From an optimization exercise on the open Yosys and OpenROAD flow, aimed at small area and a short achievable clock period; shortcuts taken in it are not production practice. At most, simulation tests tie the RTL to the original design; equivalence was not proved. Power and IR drop assume default switching activity.

## v36
Design vedicmult_16bit, start of the top module:
module vedicmult_16bit(input [15:0] a, b,
input clk, reset,
output reg [31:0] out);
wire pp0_0;
wire pp0_1;
wire pp0_2;
wire pp0_3;
wire pp0_4;
wire pp0_5;
wire pp0_6;
wire pp0_7;
wire pp0_8;
wire pp0_9;
wire pp0_10;
wire pp0_11;
wire pp0_12;
wire pp0_13;
wire pp0_14;
wire pp0_15;
wire pp1_0;
wire pp1_1;
wire pp1_2;
wire pp1_3;
wire pp1_4;
wire pp1_5;
wire pp1_6;
wire pp1_7;
wire pp1_8;
wire pp1_9;
wire pp1_10;
wire pp1_11;
wire pp1_12;
wire pp1_13;
wire pp1_14;
wire pp1_15;
wire pp2_0;
wire pp2_1;
wire pp2_2;
wire pp2_3;
wire pp2_4;
wire pp2_5;
wire pp2_6;
wire pp2_7;
wire pp2_8;
wire pp2_9;
wire pp2_10;
wire pp2_11;
wire pp2_12;
wire pp2_13;
wire pp2_14;
wire pp2_15;
wire pp3_0;
wire pp3_1;
wire pp3_2;
wire pp3_3;
wire pp3_4;
wire pp3_5;
wire pp3_6;
wire pp3_7;
wire pp3_8;
wire pp3_9;
wire pp3_10;
wire pp3_11;
wire pp3_12;
wire pp3_13;
wire pp3_14;
wire pp3_15;
wire pp4_0;
wire pp4_1;
wire pp4_2;
wire pp4_3;
wire pp4_4;
wire pp4_5;
wire pp4_6;
wire pp4_7;
wire pp4_8;
wire pp4_9;
wire pp4_10;
wire pp4_11;
wire pp4_12;
wire pp4_13;
wire pp4_14;
wire pp4_15;
wire pp5_0;
wire pp5_1;
wire pp5_2;
wire pp5_3;
wire pp5_4;
wire pp5_5;
wire pp5_6;
wire pp5_7;
wire pp5_8;
wire pp5_9;
wire pp5_10;
wire pp5_11;
wire pp5_12;
wire pp5_13;
wire pp5_14;
wire pp5_15;
wire pp6_0;
wire pp6_1;
wire pp6_2;
wire pp6_3;
wire pp6_4;
wire pp6_5;
wire pp6_6;
wire pp6_7;
wire pp6_8;
wire pp6_9;
wire pp6_10;
wire pp6_11;
wire pp6_12;
wire pp6_13;
wire pp6_14;
wire pp6_15;
wire pp7_0;
wire pp7_1;
wire pp7_2;
wire pp7_3;
wire pp7_4;
wire pp7_5;
wire pp7_6;
wire pp7_7;
wire pp7_8;
wire pp7_9;
wire pp7_10;
wire pp7_11;
wire pp7_12;
wire pp7_13;
wire pp7_14;
wire pp7_15;
wire pp8_0;
wire pp8_1;
wire pp8_2;
wire pp8_3;
wire pp8_4;
wire pp8_5;
wire pp8_6;
wire pp8_7;
wire pp8_8;
wire pp8_9;
wire pp8_10;
wire pp8_11;
wire pp8_12;
wire pp8_13;
wire pp8_14;
wire pp8_15;
wire pp9_0;
wire pp9_1;
wire pp9_2;
wire pp9_3;
wire pp9_4;
wire pp9_5;
wire pp9_6;
wire pp9_7;
wire pp9_8;
wire pp9_9;
wire pp9_10;
wire pp9_11;
wire pp9_12;
wire pp9_13;
wire pp9_14;
wire pp9_15;
wire pp10_0;
  ...
Size: about 32 flip-flops.
Settings: LEC_CHECK=0, CAP_MARGIN=20, CORE_MARGIN=2, CORE_UTILIZATION=40, CTS_BUF_LIST=sky130_fd_sc_hd__clkbuf_4 sky130_fd_sc_hd__clkbuf_8, SLEW_MARGIN=20, SYNTH_HIERARCHICAL=1, SYNTH_MINIMUM_KEEP_SIZE=0; clock period 17.0 ns.
standard.sh (not shown) runs the stock make flow with config.mk's settings and CLKGATE_MAP_FILE= SYNTH_SCRIPT=/design/flow/synth_recipe.tcl, a recipe that flattens the netlist after the stock synthesis.
==> flow/flow/run.sh <==
#!/bin/bash
# Own layout flow: the standard ORFS flow (standard.sh), with the input and
# output port buffers made of plain buf_2 cells (the default picks a delay cell).
set -euo pipefail
export BUFFER_PORTS_ARGS="-buffer_cell sky130_fd_sc_hd__buf_2"
export PRE_FLOORPLAN_TCL="$PWD/flow/pre_floorplan.tcl"
export SETUP_SLACK_MARGIN=9
bash standard.sh > standard.log 2>&1
==> flow/flow/pre_floorplan.tcl <==
# Synthesis (abc) maps each Booth selector to an a22oi_2; the _1 cell is the
# same function in less area and easily drives the single gate it feeds.
set swaps {sky130_fd_sc_hd__a22oi_2 sky130_fd_sc_hd__a22oi_1}
set n 0
foreach inst [[ord::get_db_block] getInsts] {
  set m [[$inst getMaster] getName]
  if { [dict exists $swaps $m] } {
    replace_cell [get_cells [$inst getName]] [dict get $swaps $m]
    incr n
  }
}
puts "pre_floorplan: resized $n cells"
v36 | status: complete | timing, DRC, antenna: pass
The following lists how v23 was set up differently from v36:
==> flow/flow/run.sh <==
#!/bin/bash
# Own layout flow: the standard ORFS flow (standard.sh), with the input and
# output port buffers made of plain buf_2 cells (the default picks a delay cell);
# the output buffers are then cut down to buf_1 before detailed placement.
set -euo pipefail
export BUFFER_PORTS_ARGS="-buffer_cell sky130_fd_sc_hd__buf_2"
export PRE_FLOORPLAN_TCL="$PWD/flow/pre_floorplan.tcl"
export PRE_DETAIL_PLACE_TCL="$PWD/flow/pre_detail_place.tcl"
export SETUP_SLACK_MARGIN=9.3
bash standard.sh > standard.log 2>&1
==> flow/flow/pre_detail_place.tcl (new file) <==
# Output ports drive only the 10 fF pin load and have ample slack: their port
# buffers can be the smallest buffer.
set n 0
foreach inst [[ord::get_db_block] getInsts] {
  set m [[$inst getMaster] getName]
  set name [$inst getName]
  if { $m eq "sky130_fd_sc_hd__buf_2" && [string match "output*" $name] } {
    replace_cell [get_cells $name] sky130_fd_sc_hd__buf_1
    incr n
  }
}
puts "pre_detail_place: resized $n output buffers"
==> summary.txt <==
v23 reached the final stage; the timing, design-rule and antenna checks on its layout passed. The run showing the smaller global-route usage is v36. v23 vs v36: total design power up by a little under 10%. In the tables for v36 and v23, sequential share of layout area reads lower with v23. Compare v36 and v23 | number of search-and-repair iterations in the first detailed-routing pass higher: v23. Going from v36 to v23, post-route met1 wirelength grew by 830 µm, detailed-route wire length per cell increased 4.1%. When the final numbers for v36 and v23 were put side by side, the area growth from synthesis to layout turned out to be greater in v23. The higher number of standard cells in the layout, taps in and fillers out of v36 and v23 is in v23. [compare] base=v36 new=v23: clock-buffer cell count moved down, number of buffers outside the clock class in the layout climbed 28, wire length reported by the detailed router rose 1.3 mm.
The following lists how v25 was set up differently from v23:
# v23
export LEC_CHECK = 0
export CAP_MARGIN = 20
export CORE_MARGIN = 2
export CORE_UTILIZATION = 40
export CTS_BUF_LIST = sky130_fd_sc_hd__clkbuf_4 sky130_fd_sc_hd__clkbuf_8
export SLEW_MARGIN = 20
export SYNTH_HIERARCHICAL = 1
export SYNTH_MINIMUM_KEEP_SIZE = 0
create_clock -name core_clock -period 17.0 [get_ports {clk}]
# v25
export LEC_CHECK = 0
export CAP_MARGIN = 20
export CORE_MARGIN = 2
export CORE_UTILIZATION = 40
export CTS_BUF_LIST = sky130_fd_sc_hd__clkbuf_4
export CTS_CLUSTER_SIZE = 8
export SLEW_MARGIN = 20
export SYNTH_HIERARCHICAL = 1
export SYNTH_MINIMUM_KEEP_SIZE = 0
create_clock -name core_clock -period 17.0 [get_ports {clk}]
-- flow/flow/run.sh --
<<< v23, line 7
export PRE_FLOORPLAN_TCL="$PWD/flow/pre_floorplan.tcl"
export PRE_DETAIL_PLACE_TCL="$PWD/flow/pre_detail_place.tcl"
export SETUP_SLACK_MARGIN=9.3
bash standard.sh > standard.log 2>&1
>>> v25, line 7
export PRE_FLOORPLAN_TCL="$PWD/flow/pre_floorplan.tcl"
export PRE_DETAIL_PLACE_TCL="$PWD/flow/pre_detail_place.tcl"
bash standard.sh > standard.log 2>&1
[summary]
v25 — clock period minus final worst setup slack 640 ps higher, v23 as reference. On clock network area share: between v23 and v25, it ends up lower for v25. Relative to v23, the maximum vdd ir drop of v25 is lower by about 33%. Comparing v23 and v25, the higher final worst-path cycle share is on v25. Sum of net half-perimeters after detailed placement (v25 vs. v23) decreases by a few percent. Comparing v25 with v23, the number of vias per cell came out essentially unchanged. Global-route usage, v23 and v25: lower on v25. Switching share of power, v23 and v25: larger value in v25.

---

oak:
Another version of the RTL of vedicmult_16bit (not shown whole).
For scale: roughly 32 flip-flops.
// vedicmult_16bit
module vedicmult_16bit(input [15:0] a, b,
input clk, reset,
output reg [31:0] out);
Settings: LEC_CHECK=0, CAP_MARGIN=20, CORE_MARGIN=2, CORE_UTILIZATION=40, CTS_BUF_LIST=sky130_fd_sc_hd__clkbuf_8, CTS_CLUSTER_SIZE=8, SLEW_MARGIN=20, SYNTH_HIERARCHICAL=1, SYNTH_MINIMUM_KEEP_SIZE=0; clock period 17.0 ns.
==> flow/flow/run.sh <==
#!/bin/bash
# Own layout flow: the standard ORFS flow (standard.sh), with the input and
# output port buffers made of plain buf_2 cells (the default picks a delay cell);
# the output buffers are then cut down to buf_1 before detailed placement.
set -euo pipefail
export BUFFER_PORTS_ARGS="-buffer_cell sky130_fd_sc_hd__buf_2"
export PRE_FLOORPLAN_TCL="$PWD/flow/pre_floorplan.tcl"
export PRE_DETAIL_PLACE_TCL="$PWD/flow/pre_detail_place.tcl"
export SETUP_SLACK_MARGIN=8.8
bash standard.sh > standard.log 2>&1
==> flow/flow/pre_detail_place.tcl <==
# Output ports drive only the 10 fF pin load and have ample slack: their port
# buffers can be the smallest buffer.
set n 0
foreach inst [[ord::get_db_block] getInsts] {
  set m [[$inst getMaster] getName]
  set name [$inst getName]
  if { $m eq "sky130_fd_sc_hd__buf_2" && [string match "output*" $name] } {
    replace_cell [get_cells $name] sky130_fd_sc_hd__buf_1
    incr n
  }
}
puts "pre_detail_place: resized $n output buffers"
Scripts as last shown in full above: flow/flow/pre_floorplan.tcl
The flow did not stop early for oak: all stages ran, and the layout cleared the timing, design-rule and antenna checks.
Input-level comparison between pine and oak:
# oak
export LEC_CHECK = 0
export CAP_MARGIN = 20
export CORE_MARGIN = 2
export CORE_UTILIZATION = 40
export CTS_BUF_LIST = sky130_fd_sc_hd__clkbuf_8
export CTS_CLUSTER_SIZE = 8
export SLEW_MARGIN = 20
export SYNTH_HIERARCHICAL = 1
export SYNTH_MINIMUM_KEEP_SIZE = 0
create_clock -name core_clock -period 17.0 [get_ports {clk}]
# pine
export LEC_CHECK = 0
export CAP_MARGIN = 20
export CORE_MARGIN = 2
export CORE_UTILIZATION = 40
export CTS_BUF_LIST = sky130_fd_sc_hd__clkbuf_4
export CTS_CLUSTER_SIZE = 6
export SLEW_MARGIN = 20
export SYNTH_HIERARCHICAL = 1
export SYNTH_MINIMUM_KEEP_SIZE = 0
create_clock -name core_clock -period 17.0 [get_ports {clk}]
Findings:
pine ends up with lower area added between synthesis and finish than oak does. The part of the power in combinational logic number comes out higher for pine vs oak. Status: wire length of the first global-routing pass parity (pine, oak). Going from oak to pine, arrival time at the worst endpoint grows by 0.05 ns. pine and oak ended up with roughly the same maximum buffer depth of the clock tree. Worst hold slack across all endpoints was higher in oak than in pine. Comparing pine and oak, final cycle utilization of the critical path is higher on oak. Looking at internal cell power, pine sits about 5% below oak. ~same post-layout instance count excluding filler cells in pine and oak. Total power for pine: 3.5% down relative to oak.
No run of this note included a check of the RTL's function; only the layout flow was run.

---

vedicmult_16bit again, from the RTL that the note above started with.
clock: 17.0 ns
lec_check: 0
cap_margin: 20
core_margin: 2
core_utilization: 40
cts_buf_list: sky130_fd_sc_hd__clkbuf_4
cts_cluster_diameter: 40
cts_cluster_size: 8
slew_margin: 20
synth_hierarchical: 1
synth_minimum_keep_size: 0
Scripts as last shown in full above: flow/flow/run.sh, flow/flow/pre_detail_place.tcl, flow/flow/pre_floorplan.tcl
The baseline finished clean.
Then changed:
--- a/flow/config.mk
+++ b/flow/config.mk
@@ -10,5 +10,4 @@
 export CORE_UTILIZATION = 40
 export CTS_BUF_LIST = sky130_fd_sc_hd__clkbuf_4
-export CTS_CLUSTER_DIAMETER = 40
 export CTS_CLUSTER_SIZE = 8
 export SLEW_MARGIN = 20
=>
- wire length is unchanged
- combinational power barely changes
- fmax is unchanged
- total power is unchanged
Then changed:
--- a/flow/flow/run.sh
+++ b/flow/flow/run.sh
@@ -7,4 +7,4 @@
 export PRE_FLOORPLAN_TCL="$PWD/flow/pre_floorplan.tcl"
 export PRE_DETAIL_PLACE_TCL="$PWD/flow/pre_detail_place.tcl"
-export SETUP_SLACK_MARGIN=8.8
+export SETUP_SLACK_MARGIN=8.9
 bash standard.sh > standard.log 2>&1
--- a/flow/config.mk
+++ b/flow/config.mk
@@ -9,5 +9,5 @@
 export CORE_MARGIN = 2
 export CORE_UTILIZATION = 40
-export CTS_BUF_LIST = sky130_fd_sc_hd__clkbuf_4
+export CTS_BUF_LIST = sky130_fd_sc_hd__clkbuf_8
 export CTS_CLUSTER_SIZE = 8
 export SLEW_MARGIN = 20
Effect:
- The changed run completed with no timing, DRC or antenna violations
- non-clock buffer count grows by 18
- power increases by 11%
- die area is unchanged
- sequential power is about the same
- clock power goes up by 31%
- core utilization grows by 2.5 points
- combinational power grows by about 10%
- routed wire length goes up by 2.9%
No run of this note included a check of the RTL's function; only the layout flow was run.

---

Setup of run 1:
RTL: one of the versions met above, not the one the previous note started from.
Size in the first run: ~760 cells after synthesis, about 32 flip-flops, roughly 7300 um^2 of cells after synthesis.
clock: 17.0 ns
lec_check: 0
cap_margin: 20
core_margin: 2
core_utilization: 40
cts_buf_list: sky130_fd_sc_hd__clkbuf_4 sky130_fd_sc_hd__clkbuf_8
slew_margin: 70
synth_hierarchical: 1
synth_minimum_keep_size: 0
==> flow/flow/run.sh <==
#!/bin/bash
# Own layout flow: the standard ORFS flow (standard.sh), with the input and
# output port buffers made of plain buf_2 cells (the default picks a delay cell).
set -euo pipefail
export BUFFER_PORTS_ARGS="-buffer_cell sky130_fd_sc_hd__buf_2"
export PRE_FLOORPLAN_TCL="$PWD/flow/pre_floorplan.tcl"
bash standard.sh > standard.log 2>&1
Scripts as last shown in full above: flow/flow/pre_floorplan.tcl
Setup changes, run 1 to run 2
Settings: SLEW_MARGIN: 70 -> 20.
## What came out
[run 2 vs run 1] post-route worst setup slack: lower in run 2. Routed wire length delta for run 2 relative to run 1: 0.52% lower. Maximum frequency across run 2 and run 1: no real change.
The inputs of run 3 differ from those of run 2 as listed below.
==> flow/flow/run.sh <==
#!/bin/bash
# Own layout flow: the standard ORFS flow (standard.sh), with the input and
# output port buffers made of plain buf_2 cells (the default picks a delay cell);
# the output buffers are then cut down to buf_1 before detailed placement.
set -euo pipefail
export BUFFER_PORTS_ARGS="-buffer_cell sky130_fd_sc_hd__buf_2"
export PRE_FLOORPLAN_TCL="$PWD/flow/pre_floorplan.tcl"
export PRE_DETAIL_PLACE_TCL="$PWD/flow/pre_detail_place.tcl"
export SETUP_SLACK_MARGIN=8.8
bash standard.sh > standard.log 2>&1
==> flow/flow/pre_detail_place.tcl (new file) <==
# Output ports drive only the 10 fF pin load and have ample slack: their port
# buffers can be the smallest buffer.
set n 0
foreach inst [[ord::get_db_block] getInsts] {
  set m [[$inst getMaster] getName]
  set name [$inst getName]
  if { $m eq "sky130_fd_sc_hd__buf_2" && [string match "output*" $name] } {
    replace_cell [get_cells $name] sky130_fd_sc_hd__buf_1
    incr n
  }
}
puts "pre_detail_place: resized $n output buffers"
Results
- Growth of design area from synthesis to finish for run 3: 2.9 points up relative to run 2
- Run 3 vs run 2 on global routing usage on met2: run 3 is the higher one.
- | maximum count of clock buffers along a single path | run 3 vs run 2 | ≈ equal |
- Diff run 2..run 3 | clock tree cell share of total cell area | negligible
- Delta (run 3 minus run 2): total length of routed wires has increased; utilization has increased; minimum setup slack in the final design has increased; non-clock buffer count has increased.
- The total power after layout in run 3 is 1.07 times that in run 2.
Here is what was changed in the inputs of run 4 compared with run 3.
Settings: CTS_BUF_LIST now sky130_fd_sc_hd__clkbuf_4, was sky130_fd_sc_hd__clkbuf_4 sky130_fd_sc_hd__clkbuf_8; CTS_CLUSTER_SIZE now 8, previously not set.
--- outcome ---
- Summary of run 4 over run 3: cell area after synthesis neither gained nor lost much, met2 capacity usage during global routing neither gained nor lost much, switching part of the total picked up an extra 0.46 points.
- The wire length on run 3 is in line with that on run 4.
Input changes introduced in run 5 (baseline for comparison: run 4):
Settings: a deleted CTS_CLUSTER_SIZE that had been 8; a change of CTS_BUF_LIST from sky130_fd_sc_hd__clkbuf_4 to sky130_fd_sc_hd__clkbuf_4 sky130_fd_sc_hd__clkbuf_8.
--- a/flow/flow/run.sh
+++ b/flow/flow/run.sh
@@ -7,4 +7,3 @@
 export PRE_FLOORPLAN_TCL="$PWD/flow/pre_floorplan.tcl"
 export PRE_DETAIL_PLACE_TCL="$PWD/flow/pre_detail_place.tcl"
-export SETUP_SLACK_MARGIN=8.8
 bash standard.sh > standard.log 2>&1
### Flow results
- Compared with run 4, run 5 shows a internal power that is 0.000024 W lower.
- Switching power of the nets, run 4 and run 5: smaller value in run 5
- The core of run 5 is less densely filled than that of run 4.
- Comparing via count of the first global-routing pass for run 4 and run 5, the smaller number came from run 4.
- The global-route usage on run 4 is in line with that on run 5.
- Looking at clock period minus worst slack, run 5 sits 350 ps above run 4.
- Initial antenna violation count down 1 in run 5 wrt run 4
- Comparing run 4 and run 5, the lower critical path arrival is on run 4.
- Compared with run 4, in run 5 register share of total power rose 0.3 points; final area fell about 1.9%; critical path depth fell 1.

static timing again, ports no longer ideal:
Ports are ideal in the flow. The routed layouts listed here were re-timed in OpenROAD. Step 1, drivers: a clkbuf_16 drives clk and a buf_2 each remaining input, both assumed. Step 2 also shifts input and output timing later by t, the mid clock arrival at the registers, as if the neighbouring blocks saw the same clock. a / b / c = no drivers / after step 1 / after step 2; a / b = the first two.
| run | t, ns | slack for setup (ns) | cell pins on the clock port's net |
|---|---|---|---|
| v36 | 0.303 | 9.139 / 9.125 / 8.822 | 1 |
| v23 | 0.306 | 9.327 / 9.247 / 8.941 | 1 |
| v25 | 0.377 | 8.682 / 8.690 / 8.313 | 1 |
| oak | 0.340 | 8.980 / 8.993 / 8.653 | 1 |
| pine | 0.406 | 9.007 / 8.999 / 8.592 | 1 |
| the first run of note 3 | 0.406 | 9.007 / 8.999 / 8.592 | 1 |
| the second run of note 3 | 0.406 | 9.007 / 8.999 / 8.592 | 1 |
| the third run of note 3 | 0.323 | 9.072 / 8.995 / 8.672 | 1 |
| run 1 | 0.324 | 8.611 / 8.602 / 8.279 | 1 |
| run 2 | 0.324 | 8.605 / 8.597 / 8.273 | 1 |
| run 3 | 0.332 | 9.001 / 8.996 / 8.665 | 1 |
| run 4 | 0.391 | 8.977 / 8.984 / 8.594 | 1 |
| run 5 | 0.325 | 8.628 / 8.641 / 8.317 | 1 |
After both steps every run listed still meets setup and hold.
